Source: an optimization exercise on an open RTL-to-GDS flow (aim: small area). Production flows keep margins and buffers that such runs may drop.
At most, simulation tests tie the RTL to the original design; equivalence was not proved.
Power is estimated from default activity; no workload was simulated.

==> run a: inputs <==
==> flow/design.v (excerpt) <==
module eth_rmii(
	input	wire						sys_rst_n,
	input	wire						rmii_clk,
	input	wire						rmii_rxdv,
	input	wire	[1:0]				rmii_rxdata,
	output	wire						rmii_txen,
	output	wire	[1:0]				rmii_txdata,
	output	wire						rmii_rst,
	output	wire						udp_rxstart,
	output	wire						udp_rxend,
	output	wire						udp_rxdv,
	output	wire	[7:0]				udp_rxdata,
	output	wire	[15:0]				udp_rxamount,
	output	wire	[15:0]				udp_rxnum,
	input	wire						udp_txstart,
	input	wire	[15:0]				udp_txamount,
	input	wire	[7:0]				udp_txdata,
	output	wire						udp_txreq,
	output	wire						udp_txbusy
);
export LEC_CHECK = 0
export CAP_MARGIN = 20
export CORE_MARGIN = 2
export CORE_UTILIZATION = 40
export CTS_BUF_LIST = sky130_fd_sc_hd__clkbuf_16
export CTS_CLUSTER_DIAMETER = 100
export CTS_CLUSTER_SIZE = 24
export SLEW_MARGIN = 20
create_clock -name core_clock -period 10.0 [get_ports {rmii_clk}]
run.sh (not shown) runs the stock make flow with config.mk's settings and CLKGATE_MAP_FILE= SYNTH_SCRIPT=/design/flow/synth_recipe.tcl, a recipe that flattens the netlist after the stock synthesis.
==> run b: changes against run a <==
--- a/flow/design.v
+++ b/flow/design.v
@@ -46,24 +46,23 @@
 	end
 end
 endmodule
 module CRC32_D2(
 	input	wire							sys_clk,
 	input	wire	[1:0]					dibit,
 	input	wire							base_ff,
-	input	wire							shift,
 	input	wire							crc_en,
 	output	reg		[31:0]					crc_q,
 	output	wire	[31:0]					crc_nx
 );
 	function [31:0] step1;
 		input [31:0] c;
 		input b;
 	begin
-		step1 = { c[30:0], 1'b0 } ^ ( ( c[31] ^ b ) && !shift ? 32'h04C1_1DB7 : 32'h0 );
+		step1 = { c[30:0], 1'b0 } ^ ( ( c[31] ^ b ) ? 32'h04C1_1DB7 : 32'h0 );
 	end
 	endfunction
 	wire	[31:0]							c = base_ff ? 32'hffff_ffff : crc_q;
 assign		crc_nx	=	step1( step1( c, dibit[0] ), dibit[1] );
 always @ ( posedge sys_clk ) begin
 	if ( crc_en ) begin
 		crc_q <= crc_nx;
@@ -344,21 +343,20 @@
 	if ( arp_resp ) begin
 		tx_des_mac <= mac_src;
 		tx_des_ip <= ip_src;
 	end
 end
 	wire	[31:0]							tx_crc_q;
 	wire	[31:0]							tx_crc_nx;
-	wire									tx_crc_pend = tx_state != IDLE && tx_state != SFD;
+	wire									tx_crc_pend = tx_state != IDLE && tx_state != SFD && tx_state != CRC;
 CRC32_D2									u2_tx_CRC32_D2 (
 	.sys_clk								( sys_clk		),
 	.dibit									( tx_phase == 2'd1 ? gmii_txdata[1:0] : tx_phase == 2'd2 ? gmii_txdata[3:2] :
 											  tx_phase == 2'd3 ? gmii_txdata[5:4] : gmii_txdata[7:6] ),
 	.base_ff								( tx_state == MAC_DES && tx_cnt == 5'd0 && tx_phase == 2'd1 ),
-	.shift									( tx_state == CRC	),
 	.crc_en									( tx_crc_pend && ( tx_phase != 2'd0 || tx_go ) ),
 	.crc_q									( tx_crc_q		),
 	.crc_nx									( tx_crc_nx		)
 );
 	reg		[7:0]							tx_byte;
 always @ ( * ) begin
 	tx_byte = 8'h00;
@@ -418,16 +416,23 @@
 			case ( tx_cnt[1:0] )
 				2'd0: tx_byte = tx_des_ip[23:16];
 				2'd1: tx_byte = tx_des_ip[15:8];
 				2'd2: tx_byte = tx_des_ip[7:0];
 				default: tx_byte = 8'h00;
 			endcase
 		end
-		ARP_FILL, CRC:	tx_byte = ( tx_state == CRC && tx_cnt[1:0] == 2'd3 ) ? 8'h00 :
-									  ~{ tx_crc_nx[24], tx_crc_nx[25], tx_crc_nx[26], tx_crc_nx[27], tx_crc_nx[28], tx_crc_nx[29], tx_crc_nx[30], tx_crc_nx[31] };
+		ARP_FILL:		tx_byte = ~{ tx_crc_nx[24], tx_crc_nx[25], tx_crc_nx[26], tx_crc_nx[27], tx_crc_nx[28], tx_crc_nx[29], tx_crc_nx[30], tx_crc_nx[31] };
+		CRC: begin
+			case ( tx_cnt[1:0] )
+				2'd0: tx_byte = ~{ tx_crc_q[16], tx_crc_q[17], tx_crc_q[18], tx_crc_q[19], tx_crc_q[20], tx_crc_q[21], tx_crc_q[22], tx_crc_q[23] };
+				2'd1: tx_byte = ~{ tx_crc_q[8], tx_crc_q[9], tx_crc_q[10], tx_crc_q[11], tx_crc_q[12], tx_crc_q[13], tx_crc_q[14], tx_crc_q[15] };
+				2'd2: tx_byte = ~{ tx_crc_q[0], tx_crc_q[1], tx_crc_q[2], tx_crc_q[3], tx_crc_q[4], tx_crc_q[5], tx_crc_q[6], tx_crc_q[7] };
+				default: tx_byte = 8'h00;
+			endcase
+		end
 		default: ;
 	endcase
 end
 	wire									tx_load = tx_go && ( tx_state == SFD ? tx_cnt[2:1] == 2'b11 :
 														 tx_state == ARP_FILL ? tx_cnt == 5'd17 : 1'b1 );
 always @ ( posedge sys_clk ) begin
 	if ( tx_state == IDLE ) begin
@@ -446,16 +451,15 @@
 	output	reg								udp_rxend,
 	output	reg								udp_rxdv,
 	output	reg		[7:0]					udp_rxdata,
 	output	reg		[15:0]					udp_rxamount,
 	output	reg		[15:0]					udp_rxnum,
 	output	reg		[47:0]					pc_mac_addr,
 	output	reg		[31:0]					pc_ip_addr,
-	output	reg		[15:0]					pc_port,
-	output	reg								pc_valid			 
+	output	reg		[15:0]					pc_port
 );
 	parameter		BOARD_MAC_ADDR			= 48'h00_11_22_33_44_55;
 	parameter		BOARD_IP_ADDR			= 32'hA9_FE_01_17;
 	localparam		IDLE		= 5'd0,
 					SFD			= 5'd1,
 					MAC_ADDR	= 5'd2,
 					TYPE		= 5'd3,
@@ -602,21 +606,18 @@
 			mf <= rxd[5];
 		end
 	end
 end
 	wire									pc_refresh = state == UDP_LEN && !cnt[0] && rxdv;
 always @ ( posedge sys_clk or negedge sys_rst_n ) begin
 	if ( !sys_rst_n ) begin
-		pc_valid <= 1'b0;
+		pc_mac_addr <= 48'h0;
+		pc_ip_addr <= 32'h0;
+		pc_port <= 16'h0;
 	end else if ( pc_refresh ) begin
-		pc_valid <= 1'b1;
-	end
-end
-always @ ( posedge sys_clk ) begin
-	if ( pc_refresh ) begin
 		pc_mac_addr <= src_mac;
 		pc_ip_addr <= src_ip;
 		pc_port <= port_len;
 	end
 end
 always @ ( posedge sys_clk or negedge sys_rst_n ) begin
 	if ( !sys_rst_n ) begin
@@ -658,22 +659,18 @@
 	output	wire							gmii_txen,
 	output	reg		[7:0]					gmii_txdata,
 	input	wire							udp_txstart,
 	input	wire	[15:0]					udp_txamount,
 	input	wire	[7:0]					udp_txdata,
 	output	wire							udp_txreq,
 	output	reg								udp_txbusy,
-	input	wire	[47:0]					pc_mac_r,
-	input	wire	[31:0]					pc_ip_r,
-	input	wire	[15:0]					pc_port_r,
-	input	wire							pc_valid
-);
-	wire	[47:0]							pc_mac_addr = pc_mac_r;
-	wire	[31:0]							pc_ip_addr = pc_ip_r;
-	wire	[15:0]							pc_port = pc_port_r;
+	input	wire	[47:0]					pc_mac_addr,
+	input	wire	[31:0]					pc_ip_addr,
+	input	wire	[15:0]					pc_port
+);
 	parameter		BOARD_MAC_ADDR			= 48'h00_11_22_33_44_55;
 	parameter		BOARD_IP_ADDR			= 32'hA9_FE_01_17;
 	localparam		IDLE		= 5'd0,
 					HEAD		= 5'd1,
 					MAC_ADDR	= 5'd2,
 					TYPE		= 5'd3,
 					IP_TYPE		= 5'd4,
@@ -763,41 +760,38 @@
 			ip_id <= ip_id + 16'd1;
 		end
 		if ( state == DATA ) begin
 			udp_continue <= rest_big;
 		end
 	end
 end
-	wire									sum_first = state == HEAD;
-	wire	[17:0]							sum = ( sum_first ? 16'h3027 : ip_checksum ) + ( sum_first ? ip_data_len : pc_valid ? pc_ip_addr[31:16] : 16'h0 ) +
-												  ( sum_first ? ip_id : pc_valid ? pc_ip_addr[15:0] : 16'h0 );
-	wire	[16:0]							sum1 = sum[17:16] + sum[15:0];
+	wire	[19:0]							sum = 20'h1_3026 + ip_data_len + ip_id + pc_ip_addr[31:16] + pc_ip_addr[15:0];
+	wire	[16:0]							sum1 = sum[19:16] + sum[15:0];
 always @ ( posedge sys_clk ) begin
 	if ( start ) begin
 		udp_rest <= udp_txamount + 16'd8;
 	end else if ( state == CRC && cnt[1:0] == 2'd0 && go && rest_big ) begin
 		udp_rest <= udp_rest - 16'd1480;
 	end
 	if ( state == TYPE && cnt[0] && go ) begin
 		mf <= rest_big;
 		offset <= udp_continue ? offset + 13'd185 : 13'd0;
 	end
-	if ( ( state == IP_SPLIT && cnt[0] || sum_first ) && go ) begin
+	if ( state == IP_SPLIT && cnt[0] && go ) begin
 		ip_checksum <= sum1[15:0] + sum1[16];
 	end
 end
 	wire	[31:0]							crc_q;
 	wire	[31:0]							crc_nx;
-	wire									crc_pend = state != IDLE && state != HEAD && state != WAIT;
+	wire									crc_pend = state != IDLE && state != HEAD && state != CRC && state != WAIT;
 CRC32_D2									u1_CRC32_D2 (
 	.sys_clk								( sys_clk		),
 	.dibit									( tx_phase == 2'd1 ? gmii_txdata[1:0] : tx_phase == 2'd2 ? gmii_txdata[3:2] :
 											  tx_phase == 2'd3 ? gmii_txdata[5:4] : gmii_txdata[7:6] ),
 	.base_ff								( state == MAC_ADDR && cnt[3:0] == 4'd0 && tx_phase == 2'd1 ),
-	.shift									( state == CRC	),
 	.crc_en									( crc_pend && ( tx_phase != 2'd0 || go ) ),
 	.crc_q									( crc_q			),
 	.crc_nx									( crc_nx		)
 );
 	reg		[7:0]							tx_byte;
 always @ ( * ) begin
 	tx_byte = 8'h00;
@@ -845,31 +839,34 @@
 				2'd1: tx_byte = pc_port[15:8];
 				2'd2: tx_byte = pc_port[7:0];
 				default: tx_byte = udp_rest[15:8];
 			endcase
 		end
 		UDP_LEN:		tx_byte = cnt[0] ? 8'h00 : udp_rest[7:0];
 		UDP_CHECK:		tx_byte = cnt[0] ? udp_txdata : 8'h00;
-		DATA, CRC:		tx_byte = ( state == DATA && !data_end ) ? udp_txdata : ( state == CRC && cnt[1:0] == 2'd3 ) ? 8'h00 :
-									  ~{ crc_nx[24], crc_nx[25], crc_nx[26], crc_nx[27], crc_nx[28], crc_nx[29], crc_nx[30], crc_nx[31] };
+		DATA:			tx_byte = data_end ? ~{ crc_nx[24], crc_nx[25], crc_nx[26], crc_nx[27], crc_nx[28], crc_nx[29], crc_nx[30], crc_nx[31] } : udp_txdata;
+		CRC: begin
+			case ( cnt[1:0] )
+				2'd0: tx_byte = ~{ crc_q[16], crc_q[17], crc_q[18], crc_q[19], crc_q[20], crc_q[21], crc_q[22], crc_q[23] };
+				2'd1: tx_byte = ~{ crc_q[8], crc_q[9], crc_q[10], crc_q[11], crc_q[12], crc_q[13], crc_q[14], crc_q[15] };
+				2'd2: tx_byte = ~{ crc_q[0], crc_q[1], crc_q[2], crc_q[3], crc_q[4], crc_q[5], crc_q[6], crc_q[7] };
+				default: tx_byte = 8'h00;
+			endcase
+		end
 		default: ;
 	endcase
 end
-	wire									pc_sel = ( state == HEAD && cnt[0] ) || ( state == MAC_ADDR && cnt[3:0] < 4'd5 ) ||
-													 ( state == IP_ADDR && ( cnt[2:0] == 3'd7 ? !udp_continue : cnt[2:0] >= 3'd3 ) ) ||
-													 ( state == UDP_PORT && cnt[1:0] != 2'd3 );
-	wire	[7:0]							tx_byte_v = ( pc_sel && !pc_valid ) ? 8'h00 : tx_byte;
 	wire									tx_load = go && ( state != HEAD || cnt[2:1] == 2'b11 );
 always @ ( posedge sys_clk ) begin
 	if ( state == IDLE ) begin
 		gmii_txdata <= ( udp_txstart || udp_continue ) ? 8'h55 : 8'h00;
 	end else if ( state == WAIT ) begin
 		gmii_txdata <= 8'h00;
 	end else if ( tx_load ) begin
-		gmii_txdata <= tx_byte_v;
+		gmii_txdata <= tx_byte;
 	end
 end
 endmodule
 module eth_rmii(
 	input	wire						sys_rst_n,
 	input	wire						rmii_clk,
 	input	wire						rmii_rxdv,
@@ -898,15 +895,14 @@
 	wire	[7:0]						arp_gmii_txdata;
 	wire								arp_working;
 	wire								udp_gmii_txen;
 	wire	[7:0]						udp_gmii_txdata;
 	wire	[47:0]						pc_mac_addr;
 	wire	[31:0]						pc_ip_addr;
 	wire	[15:0]						pc_port;
-	wire								pc_valid;
 rmii2gmii								u1_rmii2gmii (
 	.sys_rst_n							( sys_rst_n			),
 	.rmii_clk							( rmii_clk			),
 	.rmii_rxdv							( rmii_rxdv			),
 	.rmii_rxdata						( rmii_rxdata		),
 	.rmii_txen							( rmii_txen			),
 	.rmii_txdata						( rmii_txdata		),
@@ -937,31 +933,29 @@
 	.udp_rxend							( udp_rxend			),
 	.udp_rxdv							( udp_rxdv			),
 	.udp_rxdata							( udp_rxdata		),
 	.udp_rxamount						( udp_rxamount		),
 	.udp_rxnum							( udp_rxnum			),
 	.pc_mac_addr						( pc_mac_addr		),
 	.pc_ip_addr							( pc_ip_addr		),
-	.pc_port							( pc_port			),
-	.pc_valid							( pc_valid			)
+	.pc_port							( pc_port			)
 );
 udp_gmii_tx								u4_udp_gmii_tx (
 	.sys_clk							( rmii_clk			),
 	.sys_rst_n							( sys_rst_n			),
 	.gmii_txbusy						( gmii_txbusy		),
 	.tx_phase							( tx_phase			),
 	.gmii_txen							( udp_gmii_txen		),
 	.gmii_txdata						( udp_gmii_txdata	),
 	.udp_txstart						( udp_txstart		),
 	.udp_txamount						( udp_txamount		),
 	.udp_txdata							( udp_txdata		),
 	.udp_txreq							( udp_txreq			),
 	.udp_txbusy							( udp_txbusy		),
-	.pc_mac_r							( pc_mac_addr		),
-	.pc_ip_r							( pc_ip_addr		),
-	.pc_port_r							( pc_port			),
-	.pc_valid							( pc_valid			)
+	.pc_mac_addr						( pc_mac_addr		),
+	.pc_ip_addr							( pc_ip_addr		),
+	.pc_port							( pc_port			)
 );
 assign		gmii_txdata		=	arp_working ? arp_gmii_txdata :
 								udp_txbusy ? udp_gmii_txdata : 8'h0;
 assign		gmii_txen		=	arp_working || ( udp_txbusy && udp_gmii_txen );
 endmodule
--- a/flow/config.mk
+++ b/flow/config.mk
@@ -5,10 +5,10 @@
 export SDC_FILE = /design/flow/constraint.sdc
 export NUM_CORES = 4
 export LEC_CHECK = 0
 export CAP_MARGIN = 20
 export CORE_MARGIN = 2
 export CORE_UTILIZATION = 40
 export CTS_BUF_LIST = sky130_fd_sc_hd__clkbuf_16
-export CTS_CLUSTER_DIAMETER = 100
-export CTS_CLUSTER_SIZE = 24
+export CTS_CLUSTER_DIAMETER = 120
+export CTS_CLUSTER_SIZE = 30
 export SLEW_MARGIN = 20
==> run c: changes against run a <==
--- a/flow/design.v
+++ b/flow/design.v
@@ -2,72 +2,49 @@
 	input	wire							sys_clk,
 	input	wire	[7:0]					data,
 	input	wire							crc_start,
 	input	wire							crc_en,
 	output	reg		[31:0]					crc_q,
 	output	wire	[31:0]					crc_nx
 );
-	wire	[7:0]							d = { data[0], data[1], data[2], data[3], data[4], data[5], data[6], data[7] };
+	function [31:0] step1;
+		input [31:0] c;
+		input b;
+	begin
+		step1 = { c[30:0], 1'b0 } ^ ( ( c[31] ^ b ) ? 32'h04C1_1DB7 : 32'h0 );
+	end
+	endfunction
 	wire	[31:0]							c = crc_start ? 32'hffff_ffff : crc_q;
-assign crc_nx[0] = d[6] ^ d[0] ^ c[24] ^ c[30];
-assign crc_nx[1] = d[7] ^ d[6] ^ d[1] ^ d[0] ^ c[24] ^ c[25] ^ c[30] ^ c[31];
-assign crc_nx[2] = d[7] ^ d[6] ^ d[2] ^ d[1] ^ d[0] ^ c[24] ^ c[25] ^ c[26] ^ c[30] ^ c[31];
-assign crc_nx[3] = d[7] ^ d[3] ^ d[2] ^ d[1] ^ c[25] ^ c[26] ^ c[27] ^ c[31];
-assign crc_nx[4] = d[6] ^ d[4] ^ d[3] ^ d[2] ^ d[0] ^ c[24] ^ c[26] ^ c[27] ^ c[28] ^ c[30];
-assign crc_nx[5] = d[7] ^ d[6] ^ d[5] ^ d[4] ^ d[3] ^ d[1] ^ d[0] ^ c[24] ^ c[25] ^ c[27] ^ c[28] ^ c[29] ^ c[30] ^ c[31];
-assign crc_nx[6] = d[7] ^ d[6] ^ d[5] ^ d[4] ^ d[2] ^ d[1] ^ c[25] ^ c[26] ^ c[28] ^ c[29] ^ c[30] ^ c[31];
-assign crc_nx[7] = d[7] ^ d[5] ^ d[3] ^ d[2] ^ d[0] ^ c[24] ^ c[26] ^ c[27] ^ c[29] ^ c[31];
-assign crc_nx[8] = d[4] ^ d[3] ^ d[1] ^ d[0] ^ c[0] ^ c[24] ^ c[25] ^ c[27] ^ c[28];
-assign crc_nx[9] = d[5] ^ d[4] ^ d[2] ^ d[1] ^ c[1] ^ c[25] ^ c[26] ^ c[28] ^ c[29];
-assign crc_nx[10] = d[5] ^ d[3] ^ d[2] ^ d[0] ^ c[2] ^ c[24] ^ c[26] ^ c[27] ^ c[29];
-assign crc_nx[11] = d[4] ^ d[3] ^ d[1] ^ d[0] ^ c[3] ^ c[24] ^ c[25] ^ c[27] ^ c[28];
-assign crc_nx[12] = d[6] ^ d[5] ^ d[4] ^ d[2] ^ d[1] ^ d[0] ^ c[4] ^ c[24] ^ c[25] ^ c[26] ^ c[28] ^ c[29] ^ c[30];
-assign crc_nx[13] = d[7] ^ d[6] ^ d[5] ^ d[3] ^ d[2] ^ d[1] ^ c[5] ^ c[25] ^ c[26] ^ c[27] ^ c[29] ^ c[30] ^ c[31];
-assign crc_nx[14] = d[7] ^ d[6] ^ d[4] ^ d[3] ^ d[2] ^ c[6] ^ c[26] ^ c[27] ^ c[28] ^ c[30] ^ c[31];
-assign crc_nx[15] = d[7] ^ d[5] ^ d[4] ^ d[3] ^ c[7] ^ c[27] ^ c[28] ^ c[29] ^ c[31];
-assign crc_nx[16] = d[5] ^ d[4] ^ d[0] ^ c[8] ^ c[24] ^ c[28] ^ c[29];
-assign crc_nx[17] = d[6] ^ d[5] ^ d[1] ^ c[9] ^ c[25] ^ c[29] ^ c[30];
-assign crc_nx[18] = d[7] ^ d[6] ^ d[2] ^ c[10] ^ c[26] ^ c[30] ^ c[31];
-assign crc_nx[19] = d[7] ^ d[3] ^ c[11] ^ c[27] ^ c[31];
-assign crc_nx[20] = d[4] ^ c[12] ^ c[28];
-assign crc_nx[21] = d[5] ^ c[13] ^ c[29];
-assign crc_nx[22] = d[0] ^ c[14] ^ c[24];
-assign crc_nx[23] = d[6] ^ d[1] ^ d[0] ^ c[15] ^ c[24] ^ c[25] ^ c[30];
-assign crc_nx[24] = d[7] ^ d[2] ^ d[1] ^ c[16] ^ c[25] ^ c[26] ^ c[31];
-assign crc_nx[25] = d[3] ^ d[2] ^ c[17] ^ c[26] ^ c[27];
-assign crc_nx[26] = d[6] ^ d[4] ^ d[3] ^ d[0] ^ c[18] ^ c[24] ^ c[27] ^ c[28] ^ c[30];
-assign crc_nx[27] = d[7] ^ d[5] ^ d[4] ^ d[1] ^ c[19] ^ c[25] ^ c[28] ^ c[29] ^ c[31];
-assign crc_nx[28] = d[6] ^ d[5] ^ d[2] ^ c[20] ^ c[26] ^ c[29] ^ c[30];
-assign crc_nx[29] = d[7] ^ d[6] ^ d[3] ^ c[21] ^ c[27] ^ c[30] ^ c[31];
-assign crc_nx[30] = d[7] ^ d[4] ^ c[22] ^ c[28] ^ c[31];
-assign crc_nx[31] = d[5] ^ c[23] ^ c[29];
+	wire	[7:0]							x = c[31:24] ^ { data[0], data[1], data[2], data[3], data[4], data[5], data[6], data[7] };
+	wire	[31:0]							t = step1( step1( step1( step1( step1( step1( step1( step1( { x, 24'h0 }, 1'b0 ), 1'b0 ), 1'b0 ), 1'b0 ), 1'b0 ), 1'b0 ), 1'b0 ), 1'b0 );
+assign		crc_nx	=	{ c[23:0], 8'h00 } ^ t;
 always @ ( posedge sys_clk ) begin
 	if ( crc_en ) begin
 		crc_q <= crc_nx;
 	end
 end
 endmodule
 module CRC32_D2(
 	input	wire							sys_clk,
 	input	wire	[1:0]					dibit,
-	input	wire							base_ff,
 	input	wire							shift,
 	input	wire							crc_en,
 	output	reg		[31:0]					crc_q,
 	output	wire	[31:0]					crc_nx
 );
 	function [31:0] step1;
 		input [31:0] c;
 		input b;
 	begin
-		step1 = { c[30:0], 1'b0 } ^ ( ( c[31] ^ b ) && !shift ? 32'h04C1_1DB7 : 32'h0 );
+		step1 = { c[30:0], 1'b0 } ^ ( ( c[31] ^ b ) ? 32'h04C1_1DB7 : 32'h0 );
 	end
 	endfunction
-	wire	[31:0]							c = base_ff ? 32'hffff_ffff : crc_q;
-assign		crc_nx	=	step1( step1( c, dibit[0] ), dibit[1] );
+	wire	[1:0]							x = shift ? 2'b00 : crc_q[31:30] ^ { dibit[0], dibit[1] };
+	wire	[31:0]							t = step1( step1( { x, 30'h0 }, 1'b0 ), 1'b0 );
+assign		crc_nx	=	{ crc_q[29:0], shift, shift } ^ t;
 always @ ( posedge sys_clk ) begin
 	if ( crc_en ) begin
 		crc_q <= crc_nx;
 	end
 end
 endmodule
 module	rmii2gmii (
@@ -344,21 +321,20 @@
 	if ( arp_resp ) begin
 		tx_des_mac <= mac_src;
 		tx_des_ip <= ip_src;
 	end
 end
 	wire	[31:0]							tx_crc_q;
 	wire	[31:0]							tx_crc_nx;
-	wire									tx_crc_pend = tx_state != IDLE && tx_state != SFD;
+	wire									tx_crc_pend = tx_state != IDLE;
 CRC32_D2									u2_tx_CRC32_D2 (
 	.sys_clk								( sys_clk		),
 	.dibit									( tx_phase == 2'd1 ? gmii_txdata[1:0] : tx_phase == 2'd2 ? gmii_txdata[3:2] :
 											  tx_phase == 2'd3 ? gmii_txdata[5:4] : gmii_txdata[7:6] ),
-	.base_ff								( tx_state == MAC_DES && tx_cnt == 5'd0 && tx_phase == 2'd1 ),
-	.shift									( tx_state == CRC	),
+	.shift									( tx_state == SFD || tx_state == CRC	),
 	.crc_en									( tx_crc_pend && ( tx_phase != 2'd0 || tx_go ) ),
 	.crc_q									( tx_crc_q		),
 	.crc_nx									( tx_crc_nx		)
 );
 	reg		[7:0]							tx_byte;
 always @ ( * ) begin
 	tx_byte = 8'h00;
@@ -698,22 +674,22 @@
 	reg		[15:0]							udp_rest;
 	reg										udp_continue;
 	reg										mf;
 	reg		[12:0]							offset;
 	wire									go = gmii_txen && !gmii_txbusy;
 	wire									start = udp_txstart && !udp_txbusy;
 	wire									rest_big = udp_rest > 16'd1480;
-	wire	[15:0]							data_len = ( udp_rest >= 16'd26 && udp_rest <= 16'd1480 ) ? udp_rest :
-													( udp_rest < 16'd26 ) ? 16'd26 : 16'd1480;
 	wire	[15:0]							ip_data_len = rest_big ? 16'd1500 : udp_rest + 16'd20;
-	wire									data_end = cnt >= data_len - 1;
+	wire	[15:0]							cnt_next = { 5'd0, cnt } + 16'd1;
+	wire									rest_reached = cnt_next >= udp_rest;
+	wire									data_end = rest_big ? ( cnt >= 11'd1479 ) : ( udp_rest < 16'd26 ) ? ( cnt >= 11'd25 ) : rest_reached;
 	wire									udp_hdr = state == UDP_PORT || state == UDP_LEN || state == UDP_CHECK;
 assign		gmii_txen		=	state != IDLE && state != WAIT;
 assign		udp_txreq		=	( ( state == IP_ADDR && cnt[2:0] == 3'd7 && udp_continue ) || ( state == UDP_CHECK && cnt[0] ) ||
-								  ( state == DATA && cnt < udp_rest - 1 && cnt < 'd1479 ) ) && go;
+								  ( state == DATA && ( udp_rest == 16'd0 || !rest_reached ) && cnt < 11'd1479 ) ) && go;
 always @ ( * ) begin
 	next = state;
 	case ( state )
 		IDLE:			if ( start || udp_continue ) next = HEAD;
 		HEAD:			if ( cnt[2:0] == 3'd7 && go ) next = MAC_ADDR;
 		MAC_ADDR:		if ( cnt[3:0] == 4'd11 && go ) next = TYPE;
 		TYPE:			if ( cnt[0] && go ) next = IP_TYPE;
@@ -783,21 +759,20 @@
 	end
 	if ( ( state == IP_SPLIT && cnt[0] || sum_first ) && go ) begin
 		ip_checksum <= sum1[15:0] + sum1[16];
 	end
 end
 	wire	[31:0]							crc_q;
 	wire	[31:0]							crc_nx;
-	wire									crc_pend = state != IDLE && state != HEAD && state != WAIT;
+	wire									crc_pend = state != IDLE && state != WAIT;
 CRC32_D2									u1_CRC32_D2 (
 	.sys_clk								( sys_clk		),
 	.dibit									( tx_phase == 2'd1 ? gmii_txdata[1:0] : tx_phase == 2'd2 ? gmii_txdata[3:2] :
 											  tx_phase == 2'd3 ? gmii_txdata[5:4] : gmii_txdata[7:6] ),
-	.base_ff								( state == MAC_ADDR && cnt[3:0] == 4'd0 && tx_phase == 2'd1 ),
-	.shift									( state == CRC	),
+	.shift									( state == HEAD || state == CRC	),
 	.crc_en									( crc_pend && ( tx_phase != 2'd0 || go ) ),
 	.crc_q									( crc_q			),
 	.crc_nx									( crc_nx		)
 );
 	reg		[7:0]							tx_byte;
 always @ ( * ) begin
 	tx_byte = 8'h00;
==> flow/flow/run.sh (new file) <==
#!/bin/bash
export BUFFER_PORTS_ARGS="-buffer_cell sky130_fd_sc_hd__buf_1"
bash standard.sh > standard.log 2>&1
==> flow/standard.sh (new file) <==
#!/bin/bash
# synth_recipe.tcl (not shown) runs the flow's synth.tcl, then flattens the netlist and writes it again
# the make line also repeats each setting of config.mk as NAME=value (left out here)
make -C /OpenROAD-flow-scripts/flow DESIGN_CONFIG=/design/flow/config.mk WORK_HOME=/design/flow/orfs CLKGATE_MAP_FILE= SYNTH_SCRIPT=/design/flow/synth_recipe.tcl "${@:-finish}"
==> flow/config.mk (replaced) <==
export PLATFORM = sky130hd
export DESIGN_NAME = eth_rmii
export DESIGN_NICKNAME = eth_rmii
export VERILOG_FILES = /design/flow/design.v
export SDC_FILE = /design/flow/constraint.sdc
export NUM_CORES = 4
export LEC_CHECK = 0
export CAP_MARGIN = 10
export CORE_MARGIN = 2
export CORE_UTILIZATION = 60
export CTS_BUF_LIST = sky130_fd_sc_hd__clkbuf_16
export CTS_CLUSTER_DIAMETER = 100
export CTS_CLUSTER_SIZE = 30
export SLEW_MARGIN = 10
removed: flow/run.sh
==> results_tabular.tex <==
\begin{tabular}{lr}
\hline
Metric & Value \\
\hline
\multicolumn{2}{l}{\textbf{Detailed routing}} \\
\quad Routed met3 length & 6870 um \\
\multicolumn{2}{l}{\textbf{Place}} \\
\quad Placed instance area & around 0.039 mm\^{}2 \\
\quad Number of cells after detailed placement & between 4000 and 5000 \\
\multicolumn{2}{l}{\textbf{Cells and area}} \\
\quad Final antenna diode count & 1 \\
\multicolumn{2}{l}{\textbf{Power}} \\
\quad Switching portion of total power & 0.384 \\
\quad Leakage power & 14.2 nW \\
\quad Comb pwr & 0.00377 W \\
\quad Part of the total power dissipated in the clock network & 0.196 \\
\multicolumn{2}{l}{\textbf{Outcome}} \\
\quad Result of the run & complete, no violations \\
\multicolumn{2}{l}{\textbf{Floorplanning}} \\
\quad Die Outline Area & 0.0943 mm\^{}2 \\
\multicolumn{2}{l}{\textbf{Synth}} \\
\quad Adder-cell share of the synthesized area & 0.0575 \\
\hline
\end{tabular}
The numbers above come from run a.

==> results_tabular.tex <==
\begin{tabular}{lr}
\hline
Metric & Value \\
\hline
\multicolumn{2}{l}{\textbf{Floorplanning}} \\
\quad Die Outline Area & 0.0965 mm\^{}2 \\
\multicolumn{2}{l}{\textbf{Cells and area}} \\
\quad Area occupied by multi-input gates & 0.0172 mm\^{}2 \\
\quad Final antenna diode count & 1 \\
\multicolumn{2}{l}{\textbf{Power}} \\
\quad Part of the total power dissipated in the clock network & 0.264 \\
\quad Comb pwr & 0.000915 W \\
\quad Switching portion of total power & 0.270 \\
\multicolumn{2}{l}{\textbf{Synth}} \\
\quad Adder-cell share of the synthesized area & 0.0658 \\
\quad Largest family of logic cells by synthesized area & simple AND/OR/NAND/NOR gates \\
\multicolumn{2}{l}{\textbf{Clock tree}} \\
\quad TritonCTS clock tree & done \\
\quad Number of H-tree levels & 1 \\
\multicolumn{2}{l}{\textbf{Timing}} \\
\quad Maximum frequency from static timing analysis & approximately 110 MHz \\
\quad Tightest Pin Transition & 1070 ps \\
\multicolumn{2}{l}{\textbf{Place}} \\
\quad Placed instance area & 0.0398 mm\^{}2 \\
\multicolumn{2}{l}{\textbf{Worst setup path}} \\
\quad Setup crit start kind & flip-flop \\
\multicolumn{2}{l}{\textbf{Detailed routing}} \\
\quad Via count & between 20000 and 30000 \\
\multicolumn{2}{l}{\textbf{Outcome}} \\
\quad Result of the run & complete, no violations \\
\hline
\end{tabular}
The numbers above come from run b.

==> results_tabular.tex <==
\begin{tabular}{lr}
\hline
Metric & Value \\
\hline
\multicolumn{2}{l}{\textbf{Cells and area}} \\
\quad Final antenna diode count & 0 \\
\multicolumn{2}{l}{\textbf{Place}} \\
\quad Number of cells after detailed placement & roughly 4000 \\
\multicolumn{2}{l}{\textbf{Detailed routing}} \\
\quad Routed met3 length & between 7000 and 8000 um \\
\multicolumn{2}{l}{\textbf{Power}} \\
\quad Part of the total power dissipated in the clock network & 0.263 \\
\quad Switching portion of total power & 0.274 \\
\quad Leakage power & 13.5 nW \\
\multicolumn{2}{l}{\textbf{Floorplanning}} \\
\quad Die Outline Area & 0.0609 mm\^{}2 \\
\multicolumn{2}{l}{\textbf{Outcome}} \\
\quad Result of the run & complete, no violations \\
\multicolumn{2}{l}{\textbf{Synth}} \\
\quad Adder-cell share of the synthesized area & 0.0526 \\
\hline
\end{tabular}
The numbers above come from run c.

Function not checked in run b and run c: the RTL went through the layout flow alone.

## static timing again, ports no longer ideal
How much do the figures lean on ideal ports? The routed layouts below were timed once more, with nothing changed but the port constraints. Step 1 (the two cells are an assumption about what drives the block):
set clk [get_ports {rmii_clk}]
set_driving_cell -lib_cell sky130_fd_sc_hd__clkbuf_16 $clk
set_driving_cell -lib_cell sky130_fd_sc_hd__buf_2 [delete_from_list [all_inputs] $clk]
Step 2 moves the port delays by t, midway between the first and last clock arrival at a register: inputs arrive t later, outputs are due t later. That takes back most of the time a late clock gives input paths. Three values: ideal ports, drivers, drivers and shift; two values: the first two.
run	t (ns)	setup WS [ns]	hold WS [ns]
run a	0.661	1.162 / 1.162 / 1.162	0.382 / 0.382 / 0.382
run b	0.695	0.794 / 0.794 / 0.794	0.376 / 0.376 / 0.376
run c	0.693	1.059 / 1.059 / 1.059	0.368 / 0.368 / 0.368
After both steps every run listed still meets setup and hold.
